Context: an optimization exercise on an open-source flow, tuned for small area and a short achievable clock period. The choices shown serve that exercise and are no tape-out recipe.
RTL that was checked went through simulation tests only; none was proved equivalent to the original.
Power and IR drop assume default switching activity.

==> inputs of 06-05 <==
==> flow/design.v <==
`timescale 1ns/1ps
module packet_router #(
  parameter integer PATH_COUNT = 4,
  parameter integer DATA_WIDTH = 64
)(
  input   wire                                  iClk,
  input   wire                                  iRst,
  input   wire                                  iPktValid,
  input   wire  [DATA_WIDTH-1:0]                iPktData,
  output  wire  [DATA_WIDTH-1:0]                oData,
  output  wire  [PATH_COUNT-1:0]                oDataVld,
  input   wire  [PATH_COUNT-1:0] [31:0]         iRegMatchCriteria
);
reg  [3:0]            occ [0:3];  
reg  [1:0]            wp  [0:3];  
reg  [1:0]            rp  [0:3];  
reg  [DATA_WIDTH-1:0] mem [0:15];  
reg  [3:0]            sel;
reg  [DATA_WIDTH-1:0] dataOut;
reg  [3:0]            dataOutVld;
wire [3:0] wr;
genvar q, k;
generate
  for (q = 0; q < 4; q = q + 1) begin : g_wr
    assign wr[q] = iPktValid & (iRegMatchCriteria[q][31:28] == iPktData[DATA_WIDTH-1:DATA_WIDTH-4]);
  end
endgenerate
wire [3:0] ne = {occ[3][0], occ[2][0], occ[1][0], occ[0][0]};
wire [3:0] rd = sel & ne;
wire [15:0] rsel;
generate
  for (q = 0; q < 4; q = q + 1) begin : g_rsel
    for (k = 0; k < 4; k = k + 1) begin : g_k
      assign rsel[4*q+k] = sel[q] & (rp[q] == k);
    end
  end
endgenerate
reg [DATA_WIDTH-1:0] rdata;
integer e;
always @(*) begin
  rdata = {DATA_WIDTH{1'b0}};
  for (e = 0; e < 16; e = e + 1)
    rdata = rdata | ({DATA_WIDTH{rsel[e]}} & mem[e]);
end
wire [3:0] ne_nxt;
generate
  for (q = 0; q < 4; q = q + 1) begin : g_q
    assign ne_nxt[q] = wr[q] | occ[q][1] | (occ[q][0] & ~sel[q]);
    always @(posedge iClk) begin
      if (iRst) begin
        occ[q] <= 4'b0000;
        wp[q]  <= 2'd0;
        rp[q]  <= 2'd0;
      end else begin
        if (wr[q] & ~rd[q])
          occ[q] <= {occ[q][2:0], 1'b1};
        else if (rd[q] & ~wr[q])
          occ[q] <= {1'b0, occ[q][3:1]};
        if (wr[q]) wp[q] <= wp[q] + 2'd1;
        if (rd[q]) rp[q] <= rp[q] + 2'd1;
      end
    end
    wire wfree = ~occ[q][3] | wr[q];
    for (k = 0; k < 4; k = k + 1) begin : g_slot
      always @(posedge iClk) begin
        if (wp[q] == k && wfree)
          mem[4*q+k] <= iPktData;
      end
    end
  end
endgenerate
wire [3:0] n = ne_nxt;
reg  [3:0] sel_nxt;
integer p, j;
always @(*) begin
  for (j = 0; j < 4; j = j + 1) begin
    sel_nxt[j] = 1'b0;
    for (p = 0; p < 4; p = p + 1) begin
      case ((j - p) & 3)
        1: sel_nxt[j] = sel_nxt[j] | (sel[p] & (n[j] | ~(n[(p+2)&3] | n[(p+3)&3] | n[p])));
        2: sel_nxt[j] = sel_nxt[j] | (sel[p] & n[j] & ~n[(p+1)&3]);
        3: sel_nxt[j] = sel_nxt[j] | (sel[p] & n[j] & ~n[(p+1)&3] & ~n[(p+2)&3]);
        default: sel_nxt[j] = sel_nxt[j] | (sel[p] & n[j] & ~n[(p+1)&3] & ~n[(p+2)&3] & ~n[(p+3)&3]);
      endcase
    end
  end
end
always @(posedge iClk) begin
  if (iRst) begin
    sel        <= 4'b0010;
    dataOutVld <= 4'd0;
  end else begin
    sel        <= sel_nxt;
    dataOutVld <= rd;
  end
  dataOut <= rdata;
end
assign oData    = dataOut;
assign oDataVld = dataOutVld;
endmodule
==> flow/flow/run.sh <==
#!/bin/bash
# Layout flow: the standard ORFS flow (standard.sh, unchanged synthesis,
# floorplan, placement, CTS and routing), with the smallest buffer given to
# buffer_ports for the port buffers; timing repair still resizes them.
cp standard.sh standard_sh.log
export BUFFER_PORTS_ARGS="-buffer_cell sky130_fd_sc_hd__buf_1"
bash standard.sh > standard.log 2>&1
==> flow/standard.sh <==
#!/bin/bash
# synth_recipe.tcl (not shown) runs the flow's synth.tcl, then flattens the netlist and writes it again
# the make line also repeats each setting of config.mk as NAME=value (left out here)
make -C /OpenROAD-flow-scripts/flow DESIGN_CONFIG=/design/flow/config.mk WORK_HOME=/design/flow/orfs CLKGATE_MAP_FILE= SYNTH_SCRIPT=/design/flow/synth_recipe.tcl "${@:-finish}"
==> flow/config.mk <==
export PLATFORM = sky130hd
export DESIGN_NAME = packet_router
export DESIGN_NICKNAME = packet_router
export VERILOG_FILES = /design/flow/design.v
export SDC_FILE = /design/flow/constraint.sdc
export NUM_CORES = 4
export LEC_CHECK = 0
export CAP_MARGIN = 20
export CORE_MARGIN = 2
export CORE_UTILIZATION = 60
export CTS_CLUSTER_DIAMETER = 80
export CTS_CLUSTER_SIZE = 25
export SETUP_SLACK_MARGIN = 3.0
export SLEW_MARGIN = 20
export TNS_END_PERCENT = 25
==> flow/constraint.sdc <==
create_clock -name core_clock -period 5.0 [get_ports {iClk}]
set_input_delay 1.0000 -clock core_clock [delete_from_list [all_inputs] [get_ports {iClk}]]
set_output_delay 1.0000 -clock core_clock [all_outputs]
set_load 0.01 [all_outputs]
==> 10-10: changes against 06-05 <==
==> flow/design.v, changed modules only <==
module packet_router #(
  parameter integer PATH_COUNT = 4,
  parameter integer DATA_WIDTH = 64
)(
  input   wire                                  iClk,
  input   wire                                  iRst,
  input   wire                                  iPktValid,
  input   wire  [DATA_WIDTH-1:0]                iPktData,
  output  wire  [DATA_WIDTH-1:0]                oData,
  output  wire  [PATH_COUNT-1:0]                oDataVld,
  input   wire  [PATH_COUNT-1:0] [31:0]         iRegMatchCriteria
);
reg  [3:0]            occ [0:3];  
reg  [3:0]            wp  [0:3];  
reg  [3:0]            rp  [0:3];  
reg  [DATA_WIDTH-1:0] mem [0:15];  
reg  [3:0]            sel;
reg  [DATA_WIDTH-1:0] dataOut;
reg  [3:0]            dataOutVld;
wire [3:0] wr;
genvar q, k;
generate
  for (q = 0; q < 4; q = q + 1) begin : g_wr
    assign wr[q] = iPktValid & (iRegMatchCriteria[q][31:28] == iPktData[DATA_WIDTH-1:DATA_WIDTH-4]);
  end
endgenerate
wire [3:0] ne = {occ[3][0], occ[2][0], occ[1][0], occ[0][0]};
wire [3:0] rd = sel & ne;
wire [15:0] rsel;
generate
  for (q = 0; q < 4; q = q + 1) begin : g_rsel
    assign rsel[4*q+3:4*q] = rp[q] & {4{sel[q]}};
  end
endgenerate
reg [DATA_WIDTH-1:0] rdata;
integer e;
always @(*) begin
  rdata = {DATA_WIDTH{1'b0}};
  for (e = 0; e < 16; e = e + 1)
    rdata = rdata | ({DATA_WIDTH{rsel[e]}} & mem[e]);
end
wire [3:0] ne_nxt;
generate
  for (q = 0; q < 4; q = q + 1) begin : g_q
    assign ne_nxt[q] = wr[q] | occ[q][1] | (occ[q][0] & ~sel[q]);
    always @(posedge iClk) begin
      if (iRst) begin
        occ[q] <= 4'b0000;
        wp[q]  <= 4'b0001;
        rp[q]  <= 4'b0001;
      end else begin
        if (wr[q] & ~rd[q])
          occ[q] <= {occ[q][2:0], 1'b1};
        else if (rd[q] & ~wr[q])
          occ[q] <= {1'b0, occ[q][3:1]};
        if (wr[q]) wp[q] <= {wp[q][2:0], wp[q][3]};
        if (rd[q]) rp[q] <= {rp[q][2:0], rp[q][3]};
      end
    end
    wire wfree = ~occ[q][3] | sel[q];
    for (k = 0; k < 4; k = k + 1) begin : g_slot
      always @(posedge iClk) begin
        if (wp[q][k] && wfree)
          mem[4*q+k] <= iPktData;
      end
    end
  end
endgenerate
wire [3:0] n = ne_nxt;
reg  [3:0] sel_nxt;
integer p, j;
always @(*) begin
  for (j = 0; j < 4; j = j + 1) begin
    sel_nxt[j] = 1'b0;
    for (p = 0; p < 4; p = p + 1) begin
      case ((j - p) & 3)
        1: sel_nxt[j] = sel_nxt[j] | (sel[p] & (n[j] | ~(n[(p+2)&3] | n[(p+3)&3] | n[p])));
        2: sel_nxt[j] = sel_nxt[j] | (sel[p] & n[j] & ~n[(p+1)&3]);
        3: sel_nxt[j] = sel_nxt[j] | (sel[p] & n[j] & ~n[(p+1)&3] & ~n[(p+2)&3]);
        default: sel_nxt[j] = sel_nxt[j] | (sel[p] & n[j] & ~n[(p+1)&3] & ~n[(p+2)&3] & ~n[(p+3)&3]);
      endcase
    end
  end
end
always @(posedge iClk) begin
  if (iRst) begin
    sel        <= 4'b0010;
    dataOutVld <= 4'd0;
  end else begin
    sel        <= sel_nxt;
    dataOutVld <= rd;
  end
  dataOut <= rdata;
end
assign oData    = dataOut;
assign oDataVld = dataOutVld;
endmodule
==> flow/run.sh (new file) <==
#!/bin/bash
# synth_recipe.tcl (not shown) runs the flow's synth.tcl, then flattens the netlist and writes it again
# the make line also repeats each setting of config.mk as NAME=value (left out here)
make -C /OpenROAD-flow-scripts/flow DESIGN_CONFIG=/design/flow/config.mk WORK_HOME=/design/flow/orfs CLKGATE_MAP_FILE= SYNTH_SCRIPT=/design/flow/synth_recipe.tcl finish
removed: flow/flow/run.sh
removed: flow/standard.sh
==> 06-21: changes against 06-05 <==
==> flow/design.v, changed modules only <==
module packet_router #(
  parameter integer PATH_COUNT = 4,
  parameter integer DATA_WIDTH = 64
)(
  input   wire                                  iClk,
  input   wire                                  iRst,
  input   wire                                  iPktValid,
  input   wire  [DATA_WIDTH-1:0]                iPktData,
  output  wire  [DATA_WIDTH-1:0]                oData,
  output  wire  [PATH_COUNT-1:0]                oDataVld,
  input   wire  [PATH_COUNT-1:0] [31:0]         iRegMatchCriteria
);
reg  [3:0]            ne;         
reg  [3:0]            wp [0:3];   
reg  [3:0]            rp [0:3];   
reg  [DATA_WIDTH-1:0] mem [0:15];  
reg  [3:0]            sel;
reg  [DATA_WIDTH-1:0] dataOut;
reg  [3:0]            dataOutVld;
wire [3:0] wr;
genvar q, k;
generate
  for (q = 0; q < 4; q = q + 1) begin : g_wr
    assign wr[q] = iPktValid & (iRegMatchCriteria[q][31:28] == iPktData[DATA_WIDTH-1:DATA_WIDTH-4]);
  end
endgenerate
wire [3:0] rd = sel & ne;
wire [DATA_WIDTH-1:0] head [0:3];
generate
  for (q = 0; q < 4; q = q + 1) begin : g_head
    assign head[q] = ({DATA_WIDTH{rp[q][0]}} & mem[4*q+0])
                   | ({DATA_WIDTH{rp[q][1]}} & mem[4*q+1])
                   | ({DATA_WIDTH{rp[q][2]}} & mem[4*q+2])
                   | ({DATA_WIDTH{rp[q][3]}} & mem[4*q+3]);
  end
endgenerate
wire [DATA_WIDTH-1:0] rdata = ({DATA_WIDTH{sel[0]}} & head[0])
                            | ({DATA_WIDTH{sel[1]}} & head[1])
                            | ({DATA_WIDTH{sel[2]}} & head[2])
                            | ({DATA_WIDTH{sel[3]}} & head[3]);
wire [3:0] ne_nxt;
generate
  for (q = 0; q < 4; q = q + 1) begin : g_q
    wire [3:0] rp_nxt = {rp[q][2:0], rp[q][3]};
    wire [3:0] wp_nxt = {wp[q][2:0], wp[q][3]};
    assign ne_nxt[q] = wr[q] | (ne[q] & ~(rd[q] & (rp_nxt == wp[q])));
    always @(posedge iClk) begin
      if (iRst) begin
        ne[q] <= 1'b0;
        wp[q] <= 4'b0001;
        rp[q] <= 4'b0001;
      end else begin
        ne[q] <= ne_nxt[q];
        if (wr[q]) wp[q] <= wp_nxt;
        if (rd[q]) rp[q] <= rp_nxt;
      end
    end
    wire full = ne[q] & (wp[q] == rp[q]);
    wire wfree = ~full | sel[q];
    for (k = 0; k < 4; k = k + 1) begin : g_slot
      always @(posedge iClk) begin
        if (wp[q][k] && wfree)
          mem[4*q+k] <= iPktData;
      end
    end
  end
endgenerate
reg [3:0] sel_nxt;
integer j;
always @(*) begin
  sel_nxt = {sel[2:0], sel[3]};
  for (j = 3; j >= 0; j = j - 1) begin
    if (ne_nxt & rot(sel, j + 1))
      sel_nxt = rot(sel, j + 1);
  end
end
function [3:0] rot(input [3:0] v, input integer n);
  integer m;
  begin
    rot = v;
    for (m = 0; m < n; m = m + 1)
      rot = {rot[2:0], rot[3]};
  end
endfunction
always @(posedge iClk) begin
  if (iRst) begin
    sel        <= 4'b0010;
    dataOutVld <= 4'd0;
  end else begin
    sel        <= sel_nxt;
    dataOutVld <= rd;
  end
  dataOut <= rdata;
end
assign oData    = dataOut;
assign oDataVld = dataOutVld;
endmodule
==> flow/run.sh (new file) <==
#!/bin/bash
# synth_recipe.tcl (not shown) runs the flow's synth.tcl, then flattens the netlist and writes it again
# the make line also repeats each setting of config.mk as NAME=value (left out here)
make -C /OpenROAD-flow-scripts/flow DESIGN_CONFIG=/design/flow/config.mk WORK_HOME=/design/flow/orfs CLKGATE_MAP_FILE= SYNTH_SCRIPT=/design/flow/synth_recipe.tcl finish
--- a/flow/config.mk
+++ b/flow/config.mk
@@ -10,6 +10,4 @@
 export CORE_UTILIZATION = 60
-export CTS_CLUSTER_DIAMETER = 80
-export CTS_CLUSTER_SIZE = 25
 export SETUP_SLACK_MARGIN = 3.0
 export SLEW_MARGIN = 20
-export TNS_END_PERCENT = 25
+export TNS_END_PERCENT = 5
removed: flow/flow/run.sh
removed: flow/standard.sh
==> comparison table <==
quantity                                                                 10-10                  06-21         06-05
Global-route wire length before repair                               167000 um              170000 um     169000 um
Min setup slack post-route                                             2.86 ns                2.44 ns       2.72 ns
Result of the run                                     timing/DRC/antenna clean  timing/DRC/antenna clean  timing/DRC/antenna clean
Part of the total power dissipated in sequential elements                0.651                  0.527         0.647
Met1 routed wirelength after detailed routing                         44800 um               45200 um      44000 um
Met3 demand-to-capacity share in global routing                         0.0699                 0.0878        0.0969
Clk_skew                                                             0.0399 ns              0.0242 ns     0.0269 ns
Number of cells on the worst reg-to-reg path                                 2                     10             6
Endpoint arrival time on the critical path                             1.14 ns                3.13 ns       2.66 ns
Pin slew with the least headroom to its limit                         0.981 ns                1.21 ns      0.992 ns
Critical path capture point type                                    output pin               register      register
Seq_cells                                                                 1144                   1132          1128
Mapped Cells                                                              2175                   2379          2147
Total routing usage reported by global routing                           0.347                  0.344         0.359
Largest fanout of any net on the critical path                               1                      5            21
Synth Area in Simple Gates                                              0.0319                 0.0265        0.0292
Crit. Startpoint                                           dataOut[53]$_DFF_P_  rp[1][3]$_SDFFE_PP0P_  iPktData[61]
Synthesized netlist net count                                             2374                   2574          2378
Total number of multi-input combinational cells                            899                   1087           893
Met3 wire len                                                         14300 um               15200 um      15800 um
Number of non-clock inverters                                               28                     13            25
No functional check of the RTL was part of 06-05 and 06-21.

==> static timing again, ports no longer ideal <==
In the flow no input, the clock included, has a driving cell. The finished layouts below were timed again as built, in two steps.
Step 1 sets driving cells, clkbuf_16 on the clock port and buf_2 on the other inputs (assumed; they add their load-dependent delay and slew).
Step 2 times the ports against the registers' clock, not the clock port: input delays grow and output delays shrink by t, the midpoint of the rising clock arrivals with the driver on.
Slacks: ideal / step 1 / step 2; pairs: ideal / step 1.
| run | shift t [ns] | setup WS [ns] | worst setup path at the end | cell pins on the clock port's net |
|---|---|---|---|---|
| 06-05 | 0.712 | 2.718 / 2.715 / 2.018 | input to register | 1 |
| 10-10 | 0.695 | 2.856 / 2.790 / 2.214 | input to register | 1 |
| 06-21 | 0.730 | 2.437 / 2.437 / 1.828 | input to register | 1 |
After both steps setup and hold are still met in every run listed. For 06-05, which loses most, drivers alone change the setup slack by -0.003 ns; drivers and shift together by -0.700 ns.
